Context: an optimization exercise on an open-source flow, tuned for small area and a short achievable clock period. The choices shown serve that exercise and are no tape-out recipe.
The RTL was checked by simulation tests, not by an equivalence proof against the original design.
Power is estimated from default activity; no workload was simulated.

## flow/run.sh

```bash
#!/bin/bash
# synth_recipe.tcl (not shown) runs the flow's synth.tcl, then flattens the netlist and writes it again
# the make line also repeats each setting of config.mk as NAME=value (left out here)
make -C /OpenROAD-flow-scripts/flow DESIGN_CONFIG=/design/flow/config.mk WORK_HOME=/design/flow/orfs CLKGATE_MAP_FILE= SYNTH_SCRIPT=/design/flow/synth_recipe.tcl finish
```

## flow/config.mk

```make
export PLATFORM = sky130hd
export DESIGN_NAME = systolic_array
export DESIGN_NICKNAME = systolic_array
export VERILOG_FILES = /design/flow/design.v
export SDC_FILE = /design/flow/constraint.sdc
export NUM_CORES = 4
export LEC_CHECK = 0
export CAP_MARGIN = 20
export CORE_MARGIN = 2
export CORE_UTILIZATION = 40
export SLEW_MARGIN = 20
```

## flow/constraint.sdc

```tcl
create_clock -name core_clock -period 9.0 [get_ports {clk}]
set_input_delay 1.8000 -clock core_clock [delete_from_list [all_inputs] [get_ports {clk}]]
set_output_delay 1.8000 -clock core_clock [all_outputs]
set_load 0.01 [all_outputs]
```

## flow/design.v

```verilog
module mac (
  input  logic clk, rst,
  input  logic clear,
  input  logic [7:0] a,    
  input  logic [7:0] b,    
  output logic [31:0] accumulate
);
  wire [15:0] al = accumulate[15:0] & {16{~clear}};
  wire pp1 = a[0] & b[0];
  wire pp2 = a[0] & b[1];
  wire pp3 = a[0] & b[2];
  wire pp4 = a[0] & b[3];
  wire pp5 = a[0] & b[4];
  wire pp6 = a[0] & b[5];
  wire pp7 = a[0] & b[6];
  wire pp8 = ~(a[0] & b[7]);
  wire pp9 = a[1] & b[0];
  wire pp10 = a[1] & b[1];
  wire pp11 = a[1] & b[2];
  wire pp12 = a[1] & b[3];
  wire pp13 = a[1] & b[4];
  wire pp14 = a[1] & b[5];
  wire pp15 = a[1] & b[6];
  wire pp16 = ~(a[1] & b[7]);
  wire pp17 = a[2] & b[0];
  wire pp18 = a[2] & b[1];
  wire pp19 = a[2] & b[2];
  wire pp20 = a[2] & b[3];
  wire pp21 = a[2] & b[4];
  wire pp22 = a[2] & b[5];
  wire pp23 = a[2] & b[6];
  wire pp24 = ~(a[2] & b[7]);
  wire pp25 = a[3] & b[0];
  wire pp26 = a[3] & b[1];
  wire pp27 = a[3] & b[2];
  wire pp28 = a[3] & b[3];
  wire pp29 = a[3] & b[4];
  wire pp30 = a[3] & b[5];
  wire pp31 = a[3] & b[6];
  wire pp32 = ~(a[3] & b[7]);
  wire pp33 = a[4] & b[0];
  wire pp34 = a[4] & b[1];
  wire pp35 = a[4] & b[2];
  wire pp36 = a[4] & b[3];
  wire pp37 = a[4] & b[4];
  wire pp38 = a[4] & b[5];
  wire pp39 = a[4] & b[6];
  wire pp40 = ~(a[4] & b[7]);
  wire pp41 = a[5] & b[0];
  wire pp42 = a[5] & b[1];
  wire pp43 = a[5] & b[2];
  wire pp44 = a[5] & b[3];
  wire pp45 = a[5] & b[4];
  wire pp46 = a[5] & b[5];
  wire pp47 = a[5] & b[6];
  wire pp48 = ~(a[5] & b[7]);
  wire pp49 = a[6] & b[0];
  wire pp50 = a[6] & b[1];
  wire pp51 = a[6] & b[2];
  wire pp52 = a[6] & b[3];
  wire pp53 = a[6] & b[4];
  wire pp54 = a[6] & b[5];
  wire pp55 = a[6] & b[6];
  wire pp56 = ~(a[6] & b[7]);
  wire pp57 = ~(a[7] & b[0]);
  wire pp58 = ~(a[7] & b[1]);
  wire pp59 = ~(a[7] & b[2]);
  wire pp60 = ~(a[7] & b[3]);
  wire pp61 = ~(a[7] & b[4]);
  wire pp62 = ~(a[7] & b[5]);
  wire pp63 = ~(a[7] & b[6]);
  wire pp64 = a[7] & b[7];
  wire s65 = al[1] ^ pp2 ^ pp9;
  wire c66 = (al[1] & pp2) | (al[1] & pp9) | (pp2 & pp9);
  wire s67 = al[2] ^ pp3 ^ pp10;
  wire c68 = (al[2] & pp3) | (al[2] & pp10) | (pp3 & pp10);
  wire s69 = pp17 ^ c66 ^ s67;
  wire c70 = (pp17 & c66) | (pp17 & s67) | (c66 & s67);
  wire s71 = al[3] ^ pp4 ^ pp11;
  wire c72 = (al[3] & pp4) | (al[3] & pp11) | (pp4 & pp11);
  wire s73 = pp18 ^ pp25 ^ c68;
  wire c74 = (pp18 & pp25) | (pp18 & c68) | (pp25 & c68);
  wire s75 = s71 ^ c70 ^ s73;
  wire c76 = (s71 & c70) | (s71 & s73) | (c70 & s73);
  wire s77 = al[4] ^ pp5 ^ pp12;
  wire c78 = (al[4] & pp5) | (al[4] & pp12) | (pp5 & pp12);
  wire s79 = pp19 ^ pp26 ^ pp33;
  wire c80 = (pp19 & pp26) | (pp19 & pp33) | (pp26 & pp33);
  wire s81 = c72 ^ s77 ^ s79;
  wire c82 = (c72 & s77) | (c72 & s79) | (s77 & s79);
  wire s83 = c74 ^ s81 ^ c76;
  wire c84 = (c74 & s81) | (c74 & c76) | (s81 & c76);
  wire s85 = al[5] ^ pp6 ^ pp13;
  wire c86 = (al[5] & pp6) | (al[5] & pp13) | (pp6 & pp13);
  wire s87 = pp20 ^ pp27 ^ pp34;
  wire c88 = (pp20 & pp27) | (pp20 & pp34) | (pp27 & pp34);
  wire s89 = pp41 ^ c78 ^ c80;
  wire c90 = (pp41 & c78) | (pp41 & c80) | (c78 & c80);
  wire s91 = s85 ^ s87 ^ c82;
  wire c92 = (s85 & s87) | (s85 & c82) | (s87 & c82);
  wire s93 = s89 ^ s91 ^ c84;
  wire c94 = (s89 & s91) | (s89 & c84) | (s91 & c84);
  wire s95 = al[6] ^ pp7 ^ pp14;
  wire c96 = (al[6] & pp7) | (al[6] & pp14) | (pp7 & pp14);
  wire s97 = pp21 ^ pp28 ^ pp35;
  wire c98 = (pp21 & pp28) | (pp21 & pp35) | (pp28 & pp35);
  wire s99 = pp42 ^ pp49 ^ c86;
  wire c100 = (pp42 & pp49) | (pp42 & c86) | (pp49 & c86);
  wire s101 = c88 ^ s95 ^ s97;
  wire c102 = (c88 & s95) | (c88 & s97) | (s95 & s97);
  wire s103 = c90 ^ s99 ^ s101;
  wire c104 = (c90 & s99) | (c90 & s101) | (s99 & s101);
  wire s105 = c92 ^ s103 ^ c94;
  wire c106 = (c92 & s103) | (c92 & c94) | (s103 & c94);
  wire s107 = al[7] ^ pp8 ^ pp15;
  wire c108 = (al[7] & pp8) | (al[7] & pp15) | (pp8 & pp15);
  wire s109 = pp22 ^ pp29 ^ pp36;
  wire c110 = (pp22 & pp29) | (pp22 & pp36) | (pp29 & pp36);
  wire s111 = pp43 ^ pp50 ^ pp57;
  wire c112 = (pp43 & pp50) | (pp43 & pp57) | (pp50 & pp57);
  wire s113 = c96 ^ c98 ^ s107;
  wire c114 = (c96 & c98) | (c96 & s107) | (c98 & s107);
  wire s115 = s109 ^ s111 ^ c100;
  wire c116 = (s109 & s111) | (s109 & c100) | (s111 & c100);
  wire s117 = c102 ^ s113 ^ s115;
  wire c118 = (c102 & s113) | (c102 & s115) | (s113 & s115);
  wire s119 = c104 ^ s117 ^ c106;
  wire c120 = (c104 & s117) | (c104 & c106) | (s117 & c106);
  wire s121 = 1'b1 ^ al[8] ^ pp16;
  wire c122 = (1'b1 & al[8]) | (1'b1 & pp16) | (al[8] & pp16);
  wire s123 = pp23 ^ pp30 ^ pp37;
  wire c124 = (pp23 & pp30) | (pp23 & pp37) | (pp30 & pp37);
  wire s125 = pp44 ^ pp51 ^ pp58;
  wire c126 = (pp44 & pp51) | (pp44 & pp58) | (pp51 & pp58);
  wire s127 = c108 ^ c110 ^ c112;
  wire c128 = (c108 & c110) | (c108 & c112) | (c110 & c112);
  wire s129 = s121 ^ s123 ^ s125;
  wire c130 = (s121 & s123) | (s121 & s125) | (s123 & s125);
  wire s131 = c114 ^ s127 ^ s129;
  wire c132 = (c114 & s127) | (c114 & s129) | (s127 & s129);
  wire s133 = c116 ^ s131 ^ c118;
  wire c134 = (c116 & s131) | (c116 & c118) | (s131 & c118);
  wire s135 = al[9] ^ pp24 ^ pp31;
  wire c136 = (al[9] & pp24) | (al[9] & pp31) | (pp24 & pp31);
  wire s137 = pp38 ^ pp45 ^ pp52;
  wire c138 = (pp38 & pp45) | (pp38 & pp52) | (pp45 & pp52);
  wire s139 = pp59 ^ c122 ^ c124;
  wire c140 = (pp59 & c122) | (pp59 & c124) | (c122 & c124);
  wire s141 = c126 ^ s135 ^ s137;
  wire c142 = (c126 & s135) | (c126 & s137) | (s135 & s137);
  wire s143 = c128 ^ c130 ^ s139;
  wire c144 = (c128 & c130) | (c128 & s139) | (c130 & s139);
  wire s145 = s141 ^ c132 ^ s143;
  wire c146 = (s141 & c132) | (s141 & s143) | (c132 & s143);
  wire s147 = al[10] ^ pp32 ^ pp39;
  wire c148 = (al[10] & pp32) | (al[10] & pp39) | (pp32 & pp39);
  wire s149 = pp46 ^ pp53 ^ pp60;
  wire c150 = (pp46 & pp53) | (pp46 & pp60) | (pp53 & pp60);
  wire s151 = c136 ^ c138 ^ s147;
  wire c152 = (c136 & c138) | (c136 & s147) | (c138 & s147);
  wire s153 = s149 ^ c140 ^ c142;
  wire c154 = (s149 & c140) | (s149 & c142) | (c140 & c142);
  wire s155 = s151 ^ c144 ^ s153;
  wire c156 = (s151 & c144) | (s151 & s153) | (c144 & s153);
  wire s157 = al[11] ^ pp40 ^ pp47;
  wire c158 = (al[11] & pp40) | (al[11] & pp47) | (pp40 & pp47);
  wire s159 = pp54 ^ pp61 ^ c148;
  wire c160 = (pp54 & pp61) | (pp54 & c148) | (pp61 & c148);
  wire s161 = c150 ^ s157 ^ c152;
  wire c162 = (c150 & s157) | (c150 & c152) | (s157 & c152);
  wire s163 = s159 ^ c154 ^ s161;
  wire c164 = (s159 & c154) | (s159 & s161) | (c154 & s161);
  wire s165 = al[12] ^ pp48 ^ pp55;
  wire c166 = (al[12] & pp48) | (al[12] & pp55) | (pp48 & pp55);
  wire s167 = pp62 ^ c158 ^ s165;
  wire c168 = (pp62 & c158) | (pp62 & s165) | (c158 & s165);
  wire s169 = c160 ^ s167 ^ c162;
  wire c170 = (c160 & s167) | (c160 & c162) | (s167 & c162);
  wire s171 = al[13] ^ pp56 ^ pp63;
  wire c172 = (al[13] & pp56) | (al[13] & pp63) | (pp56 & pp63);
  wire s173 = c166 ^ s171 ^ c168;
  wire c174 = (c166 & s171) | (c166 & c168) | (s171 & c168);
  wire s175 = al[14] ^ pp64 ^ c172;
  wire c176 = (al[14] & pp64) | (al[14] & c172) | (pp64 & c172);
  wire s177 = 1'b1 ^ al[15] ^ c176;
  wire c178 = (1'b1 & al[15]) | (1'b1 & c176) | (al[15] & c176);
  wire [15:0] ra = {s177, c174, c170, c164, c156, c146, c134, c120, s119, s105, s93, s83, s75, s69, s65, pp1};
  wire [15:0] rb = {1'b0, s175, s173, s169, s163, s155, s145, s133, 1'b0, 1'b0, 1'b0, 1'b0, 1'b0, 1'b0, 1'b0, al[0]};
  wire [16:0] lo = {1'b0, ra} + {1'b0, rb};
  wire [1:0] cnt = 2'(c178) + 2'(lo[16]);
  wire up = cnt[1];
  wire dn = ~cnt[1] & ~cnt[0];
  wire [15:0] hi = accumulate[31:16];
  wire [15:0] ones, zeros;
  assign ones[0] = 1'b1;
  assign zeros[0] = 1'b1;
  genvar i;
  for (i = 1; i < 16; i++) begin : g_chain
    assign ones[i] = ones[i-1] & hi[i-1];
    assign zeros[i] = zeros[i-1] & ~hi[i-1];
  end
  wire [15:0] nhi = (hi ^ (({16{up}} & ones) | ({16{dn}} & zeros))) & {16{~clear}};
  always_ff @(posedge clk or posedge rst) begin
    if (rst) accumulate <= '0;
    else accumulate <= {nhi, lo[15:0]};
  end
endmodule
module systolic_array #(
  parameter int ROW_DIM = 4
) (
  input logic clk, rst,
  input logic en, clear,
  input logic signed [7:0] row0_in, row1_in, row2_in, row3_in,
  input logic signed [7:0] col0_in, col1_in, col2_in, col3_in,
  output logic signed [31:0] mac00, mac01, mac02, mac03,  
  output logic signed [31:0] mac10, mac11, mac12, mac13,
  output logic signed [31:0] mac20, mac21, mac22, mac23,
  output logic signed [31:0] mac30, mac31, mac32, mac33
);
  logic [7:0] x1 [4], x2 [4], x3 [4];
  logic [3:1] valid;
  logic [7:0] col_in [4];
  assign col_in[0] = col0_in;
  assign col_in[1] = col1_in;
  assign col_in[2] = col2_in;
  assign col_in[3] = col3_in;
  always_ff @(posedge clk or posedge rst) begin
    if (rst) valid <= '0;
    else if (clear) valid <= '0;
    else if (en) valid <= {valid[2:1], 1'b1};
  end
  always_ff @(posedge clk) begin
    if (en) begin
      for (int c = 0; c < 4; c++) begin
        x1[c] <= col_in[c];
        x2[c] <= x1[c];
        x3[c] <= x2[c];
      end
    end
  end
  logic step;
  assign step = en & ~clear;
  logic signed [7:0] r0, r1, r2, r3;
  assign r0 = row0_in & {8{step}};
  assign r1 = row1_in & {8{step & valid[1]}};
  assign r2 = row2_in & {8{step & valid[2]}};
  assign r3 = row3_in & {8{step & valid[3]}};
  mac u00 (.clk, .rst, .clear, .a(r0), .b(col0_in), .accumulate(mac00));
  mac u01 (.clk, .rst, .clear, .a(r1), .b(x1[0]),   .accumulate(mac01));
  mac u02 (.clk, .rst, .clear, .a(r2), .b(x2[0]),   .accumulate(mac02));
  mac u03 (.clk, .rst, .clear, .a(r3), .b(x3[0]),   .accumulate(mac03));
  mac u10 (.clk, .rst, .clear, .a(r0), .b(col1_in), .accumulate(mac10));
  mac u11 (.clk, .rst, .clear, .a(r1), .b(x1[1]),   .accumulate(mac11));
  mac u12 (.clk, .rst, .clear, .a(r2), .b(x2[1]),   .accumulate(mac12));
  mac u13 (.clk, .rst, .clear, .a(r3), .b(x3[1]),   .accumulate(mac13));
  mac u20 (.clk, .rst, .clear, .a(r0), .b(col2_in), .accumulate(mac20));
  mac u21 (.clk, .rst, .clear, .a(r1), .b(x1[2]),   .accumulate(mac21));
  mac u22 (.clk, .rst, .clear, .a(r2), .b(x2[2]),   .accumulate(mac22));
  mac u23 (.clk, .rst, .clear, .a(r3), .b(x3[2]),   .accumulate(mac23));
  mac u30 (.clk, .rst, .clear, .a(r0), .b(col3_in), .accumulate(mac30));
  mac u31 (.clk, .rst, .clear, .a(r1), .b(x1[3]),   .accumulate(mac31));
  mac u32 (.clk, .rst, .clear, .a(r2), .b(x2[3]),   .accumulate(mac32));
  mac u33 (.clk, .rst, .clear, .a(r3), .b(x3[3]),   .accumulate(mac33));
endmodule
```

==> run notes <==
[layout by cell type (no fill, tap or decap), drive strengths merged, types with 175 or more instances in the layout]
cell | synthesis | final
ha | 220 | 220
nor2 | 368 | 368
and3 | 238 | 238
nand2 | 565 | 565
buf | 13 | 346
inv | 1199 | 1201
xor2 | 191 | 191
dfrtp | 515 | 515
nor3 | 175 | 175
fa | 880 | 880
clkdlybuf4s50 | 0 | 577
and2 | 480 | 480
[kinds of logic (layout without fill, tap and decap cells)]
kind of cell,after synthesis,in the layout,share of synthesized area (%)
and+or+nand+nor,2577,2577,22.57
buffers and inverters,1410,2278,8.472
adders and majority gates,1100,1100,32.55
DFF,611,611,25.20
AOI/OAI and AO/OA,456,456,4.907
xor gates and xnor gates,337,337,4.717
muxes,94,94,1.582
other,0,2,0
[worst max path at each step]
stage | start | to | slack, ns | cells past startpoint
detailed placement | en | u23.accumulate[28] | -0.56 | 29
global placement | en | u23.accumulate[31] | -0.41 | 29
floorplan | rst | u00.accumulate[0] | 0.21 | 1
CTS | en | u23.accumulate[30] | 0.23 | 29
finish | en | u23.accumulate[30] | 0.47 | 30
global route | en | u13.accumulate[28] | 0.007 | 31
[where the power goes]
part | internal, mW | switching (mW) | total (mW)
Clock | 1.94 | 1.48 | 3.41
Sequential | 3.79 | 1.27 | 5.06
Combinational | 6.14 | 6.62 | 12.8
Total | 11.9 | 9.37 | 21.2
[per-stage QoR]
stage                     power [mW]  area, um2  utilization [%]
after floorplan                12.64      62580                -
after global placement         17.63      72940            46.81
after detailed placement       17.81      72940            46.81
after CTS                      21.45      75710            48.58
after global routing           23.11      75740            48.60
final                          21.24      75750            48.60
[Yosys cell counts (12+ instances only)]
master / count
a21boi_0: 22
nor2b_1: 165
and3b_1: 20
nor4b_1: 23
a32oi_1: 17
or4b_2: 12
or3_1: 22
and3_1: 238
and2_1: 479
nand3_1: 79
edfxtp_1: 96
mux2_2: 33
o21a_1: 37
o21bai_1: 12
a21o_1: 40
nand4_1: 84
a41oi_1: 16
fa_1: 880
o21ai_0: 75
nand2b_1: 141
nand2_1: 565
nor3b_1: 43
xor2_1: 191
nor3_1: 169
nor2_1: 368
a31oi_1: 51
dfrtp_1: 515
nor4_1: 44
clkbuf_1: 198
and4_1: 34
nand3b_1: 18
inv_1: 1199
a21oi_1: 97
ha_1: 220
xnor2_1: 146
mux2i_1: 55
[metal layers]
layer	vias up	wire length, um
met5	-	14
met1	24600	79390
met2	1223	89070
li1	22370	-
met4	2	5666
met3	231	14510
[critical path: cells and delay by family]
kind | cells | cell delay, ns
buffers and inverters | 8 | 0.92
AO/OA/AOI/OAI | 4 | 1.23
AND/OR/NAND/NOR | 9 | 2.27
adder cells (fa/ha/maj) | 9 | 2.90
[cell type report]
type	count	area, um2	share of cell area (%)
inverters	1199	4504	5.947
multi-input cells	4564	41510	54.80
clock buffers	104	2238	2.955
flip-flops and latches	611	15770	20.82
diodes	2	5.005	0.006607
repair buffers	923	8618	11.38
well taps	2058	2575	3.399
clock inverters	52	525.5	0.6938
[repair_timing]
| action | CTS | global route |
|---|---|---|
| buffers inserted | 0 | 3 |
| gates resized for setup | 0 | 0 |
| endpoints found under the setup margin | 0 | 34 |
==> impl_metrics.prom <==
# TYPE chip_impl_metric gauge
chip_impl_metric{name="flow.area_growth_from_synthesis",unit="%"} 21.05
chip_impl_metric{name="totalWireLength",unit="mm"} 188.7
chip_impl_metric{name="overflow",unit=""} 0
chip_impl_info{name="cts_tree",value="yes"} 1
chip_impl_metric{name="drt-initial-drc-count",unit=""} 2637
chip_impl_metric{name="finalMaxSlewViolations",unit=""} 0
chip_impl_info{name="netlist_top_cells_area",value="fa_1 28%, dfrtp_1 21%, inv_1 7.2%"} 1
chip_impl_metric{name="gp_congestion",unit=""} 0.9098
chip_impl_metric{name="post_cts_hold_buffer_count",unit=""} 0
chip_impl_metric{name="synth_enable_flop_cells",unit=""} 96
chip_impl_metric{name="detailedPlacementHpwl",unit="mm"} 148.3
chip_impl_info{name="critical_path.endpoint_type",value="register"} 1
chip_impl_metric{name="post-route-drc-count",unit=""} 0
chip_impl_metric{name="rows",unit=""} 145
chip_impl_metric{name="hold_depth",unit=""} 2
chip_impl_metric{name="yosysSeqAreaShare",unit="%"} 25.20
chip_impl_metric{name="grt_max_degree",unit=""} 139
chip_impl_metric{name="fraction_of_final_layout_cells_sized_beyond_drive_strength_1",unit="%"} 7.728
chip_impl_metric{name="max_clock_freq",unit="GHz"} 0.1172
chip_impl_metric{name="power_density",unit="nW/um2"} 280.4
chip_impl_info{name="hp-class",value="reg2reg"} 1
chip_impl_metric{name="initial_utilization",unit="%"} 40.15
chip_impl_metric{name="final-hold-violation-count",unit=""} 0
chip_impl_metric{name="r2r_cells",unit=""} 27
chip_impl_info{name="critPathKind",value="in2reg"} 1
chip_impl_metric{name="gate_count_post_synth",unit=""} 6585
chip_impl_metric{name="port_buffers",unit=""} 579
chip_impl_metric{name="synthesis.yosys.warnings",unit=""} 10
chip_impl_metric{name="postSynthNetCount",unit=""} 7753
chip_impl_info{name="worst_path_max_delay_cell",value="or4b_1"} 1
chip_impl_metric{name="peakVddDrop",unit="V"} 0.0001830
chip_impl_metric{name="htree_num_levels",unit=""} 3
chip_impl_metric{name="clk_transition_reported_paths",unit="ns"} 0.06
chip_impl_metric{name="worst_pin_slew",unit="ns"} 0.9639
chip_impl_metric{name="final_antenna_net_count",unit=""} 0
chip_impl_metric{name="post-route-period-util",unit="%"} 94.77
chip_impl_metric{name="fillCellCount",unit=""} 14690
chip_impl_metric{name="routedWlPerCell",unit="um"} 19.83
chip_impl_metric{name="leakage",unit="nW"} 35.07
chip_impl_metric{name="met2_usage",unit="%"} 39.16
chip_impl_info{name="critPathMostFrequentCell",value="fa_1"} 1
chip_impl_metric{name="clock_insertion_delay_worst_skew",unit="ns"} 0.71
chip_impl_metric{name="clockBufferDepth",unit=""} 3
chip_impl_metric{name="ff2ff_setup_slack",unit="ns"} 1.60
chip_impl_metric{name="max-slew-margin-rel",unit="%"} 35.74
chip_impl_metric{name="synth.cell_area",unit="um2"} 62570
chip_impl_metric{name="floorplan.io_pins",unit=""} 580
chip_impl_info{name="hold_path.startpoint",value="u32.accumulate[31]"} 1
chip_impl_metric{name="critPathArrivalTime",unit="ns"} 9.15
chip_impl_metric{name="whs",unit="ns"} 0.5783
chip_impl_info{name="result_of_the_run",value="timing/DRC/antenna clean"} 1
chip_impl_metric{name="wire_length_of_the_first_global_routing_pass",unit="mm"} 295.8
chip_impl_metric{name="max_cap_violations",unit=""} 0
chip_impl_metric{name="max_clock_skew",unit="ns"} 0.03493
chip_impl_metric{name="cts_made_buffers",unit=""} 84
chip_impl_metric{name="placed_cells_incl_taps",unit=""} 9352
chip_impl_metric{name="min_period",unit="ns"} 8.529
chip_impl_metric{name="cts_sinks",unit=""} 611
chip_impl_metric{name="crit_path_max_incr_delay",unit="ns"} 0.56
chip_impl_metric{name="setup_ws",unit="ns"} 0.4707
chip_impl_metric{name="design.final.nets",unit=""} 8551
chip_impl_metric{name="syn-mean-instance-area",unit="um2"} 9.502
chip_impl_info{name="clock_tree.root_cell",value="clkbuf_16"} 1
chip_impl_metric{name="vias_in_the_first_global_route",unit=""} 50860
chip_impl_metric{name="via_per_inst",unit=""} 5.090
chip_impl_metric{name="critical_path_required",unit="ns"} 9.62
chip_impl_metric{name="setup-tns-final",unit="ns"} 0
chip_impl_info{name="grt_setup_unrepaired",value="false"} 1
chip_impl_metric{name="yosys.area.top_type_share",unit="%"} 28.15
chip_impl_metric{name="synth_cell_type_count",unit=""} 83
chip_impl_info{name="worstHoldEndpoint",value="u32.accumulate[31]"} 1
chip_impl_metric{name="antenna_violations_before_repair",unit=""} 3
chip_impl_info{name="critPathLaunchType",value="primary input"} 1
chip_impl_info{name="worstReg2RegStart",value="valid[2]"} 1
chip_impl_metric{name="setup_viol",unit=""} 0
chip_impl_metric{name="global_route_usage_over_all_layers",unit="%"} 23.98
chip_impl_metric{name="global_route.usage.met3",unit="%"} 6.271
chip_impl_info{name="reg2reg_to",value="u32.accumulate[29]"} 1
chip_impl_metric{name="cp_max_fo",unit=""} 9
chip_impl_metric{name="place_ws",unit="ns"} -0.5554
chip_impl_metric{name="gr-usage-met1",unit="%"} 31.14
chip_impl_metric{name="floorplan.die.width",unit="um"} 399.5
chip_impl_info{name="dominantRegCellSynth",value="dfrtp_1"} 1
chip_impl_metric{name="synthesized_flop_and_latch_total",unit=""} 611
chip_impl_metric{name="die_area",unit="um2"} 159600
chip_impl_metric{name="post_layout_nonfiller_instances",unit=""} 9513
chip_impl_metric{name="synth-async-reset-ratio",unit="%"} 84.29
chip_impl_info{name="globalRoute.busiestLayer",value="met2"} 1
chip_impl_info{name="synth_largest_area_cell",value="fa_1"} 1
chip_impl_metric{name="route.vias.total",unit=""} 48420
chip_impl_metric{name="detail_route.first_pass.iterations",unit=""} 5
chip_impl_metric{name="core",unit="um2"} 155800
chip_impl_metric{name="die_h",unit="um"} 399.5

## port drivers added, routing unchanged
In the flow no input, the clock included, has a driving cell. The finished layout below was timed again as built, in two steps. Step 1 (the two cells are an assumption about what drives the block):
set clk [get_ports {clk}]
set_driving_cell -lib_cell sky130_fd_sc_hd__clkbuf_16 $clk
set_driving_cell -lib_cell sky130_fd_sc_hd__buf_2 [delete_from_list [all_inputs] $clk]
Step 2 moves the port delays by t, midway between the first and last clock arrival at a register: inputs arrive t later, outputs are due t later. That takes back most of the time a late clock gives input paths. Three values: ideal ports, drivers, drivers and shift; two values: the first two.
t, ns: 0.772
setup slack, ns: 0.471 / 0.518 / -0.254
clock arrival spread, ns: 0.038 / 0.038
worst register clock-pin slew, ns: 0.07 / 0.07
worst slew at a driven data input, ns: 0.07
With both steps, setup timing fails in this run, where it was met with ideal ports. For this run, drivers alone change the setup slack by +0.047 ns; drivers and shift together by -0.725 ns.
